Background: an optimization exercise with open tools, aiming at small area and a short achievable clock period. Do not read the settings as production practice. Only simulation tests tie the RTL to the original design; equivalence was not proved.

==> 09-02 <==
## calc_top
module calc_top (
   input              clk,
   input              rst,
   input      [15:0]  data_x,
   input      [1:0]   KEY,
   input      [6:0]   SW,
   output     [7:0]   HEX0,
   output     [7:0]   HEX1,
   output     [7:0]   HEX2,
   output     [7:0]   HEX3,
   output     [7:0]   HEX4,
   output     [7:0]   HEX5,
   output     [1:0]   LEDR
   );
==> flow/config.mk <==
export PLATFORM = sky130hd
export DESIGN_NAME = calc_top
export DESIGN_NICKNAME = calc_top
export VERILOG_FILES = /design/flow/design.v
export SDC_FILE = /design/flow/constraint.sdc
export NUM_CORES = 4
export LEC_CHECK = 0
export CAP_MARGIN = 20
export CORE_MARGIN = 2
export CORE_UTILIZATION = 65
export CTS_BUF_LIST = sky130_fd_sc_hd__clkbuf_8
export CTS_CLUSTER_DIAMETER = 50
export CTS_CLUSTER_SIZE = 20
export SLEW_MARGIN = 20
==> flow/constraint.sdc <==
create_clock -name core_clock -period 28.0 [get_ports {clk}]
set_input_delay 5.6000 -clock core_clock [delete_from_list [all_inputs] [get_ports {clk}]]
set_output_delay 5.6000 -clock core_clock [all_outputs]
set_load 0.01 [all_outputs]
standard.sh (not shown) runs the stock make flow with config.mk's settings and CLKGATE_MAP_FILE= SYNTH_SCRIPT=/design/flow/synth_recipe.tcl, a recipe that flattens the netlist after the stock synthesis.
==> flow/flow/run.sh <==
#!/bin/bash
# Own layout flow: the standard synthesis, then the combinational logic
# between the registers is mapped again by ABC (the registers, their names
# and cell types stay as the standard synthesis made them), then the standard flow's
# standard layout steps from floorplan to finish, with timing repair aiming
# past zero slack and plain buffers on the ports.
set -euo pipefail
W=$(pwd)
R=$W/orfs/results/$FLOW_PLATFORM/calc_top/base
ABC_SCRIPT="+strash;dc2;b;dch,-f;map;topo;dnsize"
ABC_SCRIPT2="+strash;dch,-f;amap;topo;dnsize"
MARGIN=13
YOSYS=yosys
[[ -x $FLOW_HOME/../tools/install/yosys/bin/yosys ]] && YOSYS=$FLOW_HOME/../tools/install/yosys/bin/yosys

bash standard.sh synth > $W/std_synth.log 2>&1
cp $R/1_2_yosys.v $W/std_netlist.v

DONT_USE=$(make -s -C $FLOW_HOME DESIGN_CONFIG=$W/config.mk WORK_HOME=$W/orfs print-DONT_USE_CELLS | sed -n 's/^DONT_USE_CELLS: *//p' | tail -1)
LIB=$(make -s -C $FLOW_HOME DESIGN_CONFIG=$W/config.mk WORK_HOME=$W/orfs print-LIB_FILES | sed -n 's/^LIB_FILES: *//p' | tail -1)
export REMAP_IN=$W/std_netlist.v REMAP_OUT=$W/remap_netlist.v REMAP_LIB="$LIB" \
       REMAP_DONT_USE="$DONT_USE" REMAP_TOP=$FLOW_TOP REMAP_SCRIPT="$ABC_SCRIPT" \
       REMAP_SCRIPT2="$ABC_SCRIPT2"
$YOSYS -c $W/flow/remap.tcl > $W/remap.log 2>&1
cp $W/remap_netlist.v $R/1_2_yosys.v
rm -f $R/1_synth.odb $R/1_synth.sdc

bash standard.sh SETUP_SLACK_MARGIN=$MARGIN \
   BUFFER_PORTS_ARGS="-buffer_cell sky130_fd_sc_hd__buf_2" finish > $W/layout.log 2>&1
Other scripts of this flow, unchanged in this note and not shown: flow/flow/remap.tcl
==> 01-23: changes against 09-02 <==
==> flow/config.mk (replaced) <==
export PLATFORM = sky130hd
export DESIGN_NAME = calc_top
export DESIGN_NICKNAME = calc_top
export VERILOG_FILES = /design/flow/design.v
export SDC_FILE = /design/flow/constraint.sdc
export NUM_CORES = 4
export LEC_CHECK = 0
export CAP_MARGIN = 20
export CORE_MARGIN = 2
export CORE_UTILIZATION = 65
export CTS_BUF_LIST = sky130_fd_sc_hd__clkbuf_16
export CTS_CLUSTER_DIAMETER = 60
export CTS_CLUSTER_SIZE = 30
export SLEW_MARGIN = 20
==> 01-18: changes against 09-02 <==
--- a/flow/design.v
+++ b/flow/design.v
@@ -661,53 +661,53 @@
 wire [9:0] dif_v = op1 - op2;
 wire [9:0] v = ({10{SW[2]}} & f)   | ({10{SW[3]}} & op1)   | ({10{SW[4]}} & op2) |
                ({10{SW[5]}} & sum_v) | ({10{SW[6]}} & dif_v);
 wire nothing = (SW[6:2] != 5'b00001) & (SW[6:2] != 5'b00010) & (SW[6:2] != 5'b00100) &
                (SW[6:2] != 5'b01000) & (SW[6:2] != 5'b10000);
 wire neg = v[9];
 wire [4:0] hi = v[8:4] ^ {5{neg}};
 reg [3:0] lo_o, hi_o, hi_t;
-reg lo_t;
+reg [0:0] lo_t;
 reg [2:0] hi_h;
 always @(*) begin
    case ({neg, v[3:0]})
-   5'd0: begin lo_o = 4'd0; lo_t = 1'b0; end
-   5'd1: begin lo_o = 4'd1; lo_t = 1'b0; end
-   5'd2: begin lo_o = 4'd2; lo_t = 1'b0; end
-   5'd3: begin lo_o = 4'd3; lo_t = 1'b0; end
-   5'd4: begin lo_o = 4'd4; lo_t = 1'b0; end
-   5'd5: begin lo_o = 4'd5; lo_t = 1'b0; end
-   5'd6: begin lo_o = 4'd6; lo_t = 1'b0; end
-   5'd7: begin lo_o = 4'd7; lo_t = 1'b0; end
-   5'd8: begin lo_o = 4'd8; lo_t = 1'b0; end
-   5'd9: begin lo_o = 4'd9; lo_t = 1'b0; end
-   5'd10: begin lo_o = 4'd0; lo_t = 1'b1; end
-   5'd11: begin lo_o = 4'd1; lo_t = 1'b1; end
-   5'd12: begin lo_o = 4'd2; lo_t = 1'b1; end
-   5'd13: begin lo_o = 4'd3; lo_t = 1'b1; end
-   5'd14: begin lo_o = 4'd4; lo_t = 1'b1; end
-   5'd15: begin lo_o = 4'd5; lo_t = 1'b1; end
-   5'd16: begin lo_o = 4'd6; lo_t = 1'b1; end
-   5'd17: begin lo_o = 4'd5; lo_t = 1'b1; end
-   5'd18: begin lo_o = 4'd4; lo_t = 1'b1; end
-   5'd19: begin lo_o = 4'd3; lo_t = 1'b1; end
-   5'd20: begin lo_o = 4'd2; lo_t = 1'b1; end
-   5'd21: begin lo_o = 4'd1; lo_t = 1'b1; end
-   5'd22: begin lo_o = 4'd0; lo_t = 1'b1; end
-   5'd23: begin lo_o = 4'd9; lo_t = 1'b0; end
-   5'd24: begin lo_o = 4'd8; lo_t = 1'b0; end
-   5'd25: begin lo_o = 4'd7; lo_t = 1'b0; end
-   5'd26: begin lo_o = 4'd6; lo_t = 1'b0; end
-   5'd27: begin lo_o = 4'd5; lo_t = 1'b0; end
-   5'd28: begin lo_o = 4'd4; lo_t = 1'b0; end
-   5'd29: begin lo_o = 4'd3; lo_t = 1'b0; end
-   5'd30: begin lo_o = 4'd2; lo_t = 1'b0; end
-   5'd31: begin lo_o = 4'd1; lo_t = 1'b0; end
-   default: begin lo_o = 4'd0; lo_t = 1'b0; end
+   5'd0: begin lo_o = 4'd0; lo_t = 1'd0; end
+   5'd1: begin lo_o = 4'd1; lo_t = 1'd0; end
+   5'd2: begin lo_o = 4'd2; lo_t = 1'd0; end
+   5'd3: begin lo_o = 4'd3; lo_t = 1'd0; end
+   5'd4: begin lo_o = 4'd4; lo_t = 1'd0; end
+   5'd5: begin lo_o = 4'd5; lo_t = 1'd0; end
+   5'd6: begin lo_o = 4'd6; lo_t = 1'd0; end
+   5'd7: begin lo_o = 4'd7; lo_t = 1'd0; end
+   5'd8: begin lo_o = 4'd8; lo_t = 1'd0; end
+   5'd9: begin lo_o = 4'd9; lo_t = 1'd0; end
+   5'd10: begin lo_o = 4'd0; lo_t = 1'd1; end
+   5'd11: begin lo_o = 4'd1; lo_t = 1'd1; end
+   5'd12: begin lo_o = 4'd2; lo_t = 1'd1; end
+   5'd13: begin lo_o = 4'd3; lo_t = 1'd1; end
+   5'd14: begin lo_o = 4'd4; lo_t = 1'd1; end
+   5'd15: begin lo_o = 4'd5; lo_t = 1'd1; end
+   5'd16: begin lo_o = 4'd6; lo_t = 1'd1; end
+   5'd17: begin lo_o = 4'd5; lo_t = 1'd1; end
+   5'd18: begin lo_o = 4'd4; lo_t = 1'd1; end
+   5'd19: begin lo_o = 4'd3; lo_t = 1'd1; end
+   5'd20: begin lo_o = 4'd2; lo_t = 1'd1; end
+   5'd21: begin lo_o = 4'd1; lo_t = 1'd1; end
+   5'd22: begin lo_o = 4'd0; lo_t = 1'd1; end
+   5'd23: begin lo_o = 4'd9; lo_t = 1'd0; end
+   5'd24: begin lo_o = 4'd8; lo_t = 1'd0; end
+   5'd25: begin lo_o = 4'd7; lo_t = 1'd0; end
+   5'd26: begin lo_o = 4'd6; lo_t = 1'd0; end
+   5'd27: begin lo_o = 4'd5; lo_t = 1'd0; end
+   5'd28: begin lo_o = 4'd4; lo_t = 1'd0; end
+   5'd29: begin lo_o = 4'd3; lo_t = 1'd0; end
+   5'd30: begin lo_o = 4'd2; lo_t = 1'd0; end
+   5'd31: begin lo_o = 4'd1; lo_t = 1'd0; end
+   default: begin lo_o = 4'd0; lo_t = 1'd0; end
    endcase
    case (hi)
    5'd0: begin hi_o = 4'd0; hi_t = 4'd0; hi_h = 3'd0; end
    5'd1: begin hi_o = 4'd6; hi_t = 4'd1; hi_h = 3'd0; end
    5'd2: begin hi_o = 4'd2; hi_t = 4'd3; hi_h = 3'd0; end
    5'd3: begin hi_o = 4'd8; hi_t = 4'd4; hi_h = 3'd0; end
    5'd4: begin hi_o = 4'd4; hi_t = 4'd6; hi_h = 3'd0; end
    5'd5: begin hi_o = 4'd0; hi_t = 4'd8; hi_h = 3'd0; end
==> flow/config.mk (replaced) <==
export PLATFORM = sky130hd
export DESIGN_NAME = calc_top
export DESIGN_NICKNAME = calc_top
export VERILOG_FILES = /design/flow/design.v
export SDC_FILE = /design/flow/constraint.sdc
export NUM_CORES = 4
export LEC_CHECK = 0
export CAP_MARGIN = 20
export CORE_MARGIN = 2
export CORE_UTILIZATION = 65
export CTS_BUF_LIST = sky130_fd_sc_hd__clkbuf_4 sky130_fd_sc_hd__clkbuf_8
export CTS_CLUSTER_DIAMETER = 40
export CTS_CLUSTER_SIZE = 16
export PLACE_DENSITY = 0.8
export SLEW_MARGIN = 20
==> notes <==
Die area is the same in 01-23 and 09-02.
Non-clock buffer count, highest first: 01-23, 01-18, 09-02.
Final cell count, lowest first: 01-23, 09-02, 01-18.
Design area, lowest first: 01-18, 09-02, 01-23.

## port drivers added, routing unchanged
The results above use ideal ports. As a check the final layouts listed here were re-extracted and re-timed, cells and wires unchanged.
Step 1 sets driving cells, clkbuf_16 on the clock port and buf_2 on the other inputs (assumed; they add their load-dependent delay and slew).
Step 2 also shifts input and output timing later by t, the mid clock arrival at the registers, as if the neighbouring blocks saw the same clock.
Slacks: ideal / step 1 / step 2; pairs: ideal / step 1.
run	t, ns	setup slack, ns	hold WS [ns]	clock arrival spread, ns	cell pins on the clock port's net
09-02	0.603	13.131 / 13.085 / 13.085	0.322 / 0.322 / 0.322	0.032 / 0.031	1
01-23	0.553	13.077 / 12.996 / 12.996	0.322 / 0.322 / 0.322	0.035 / 0.035	1
01-18	0.601	13.168 / 13.122 / 13.122	0.313 / 0.313 / 0.313	0.023 / 0.023	1
After both steps every run listed still meets setup and hold. For 01-23, which loses most, drivers alone change the setup slack by -0.081 ns; drivers and shift together by -0.081 ns.
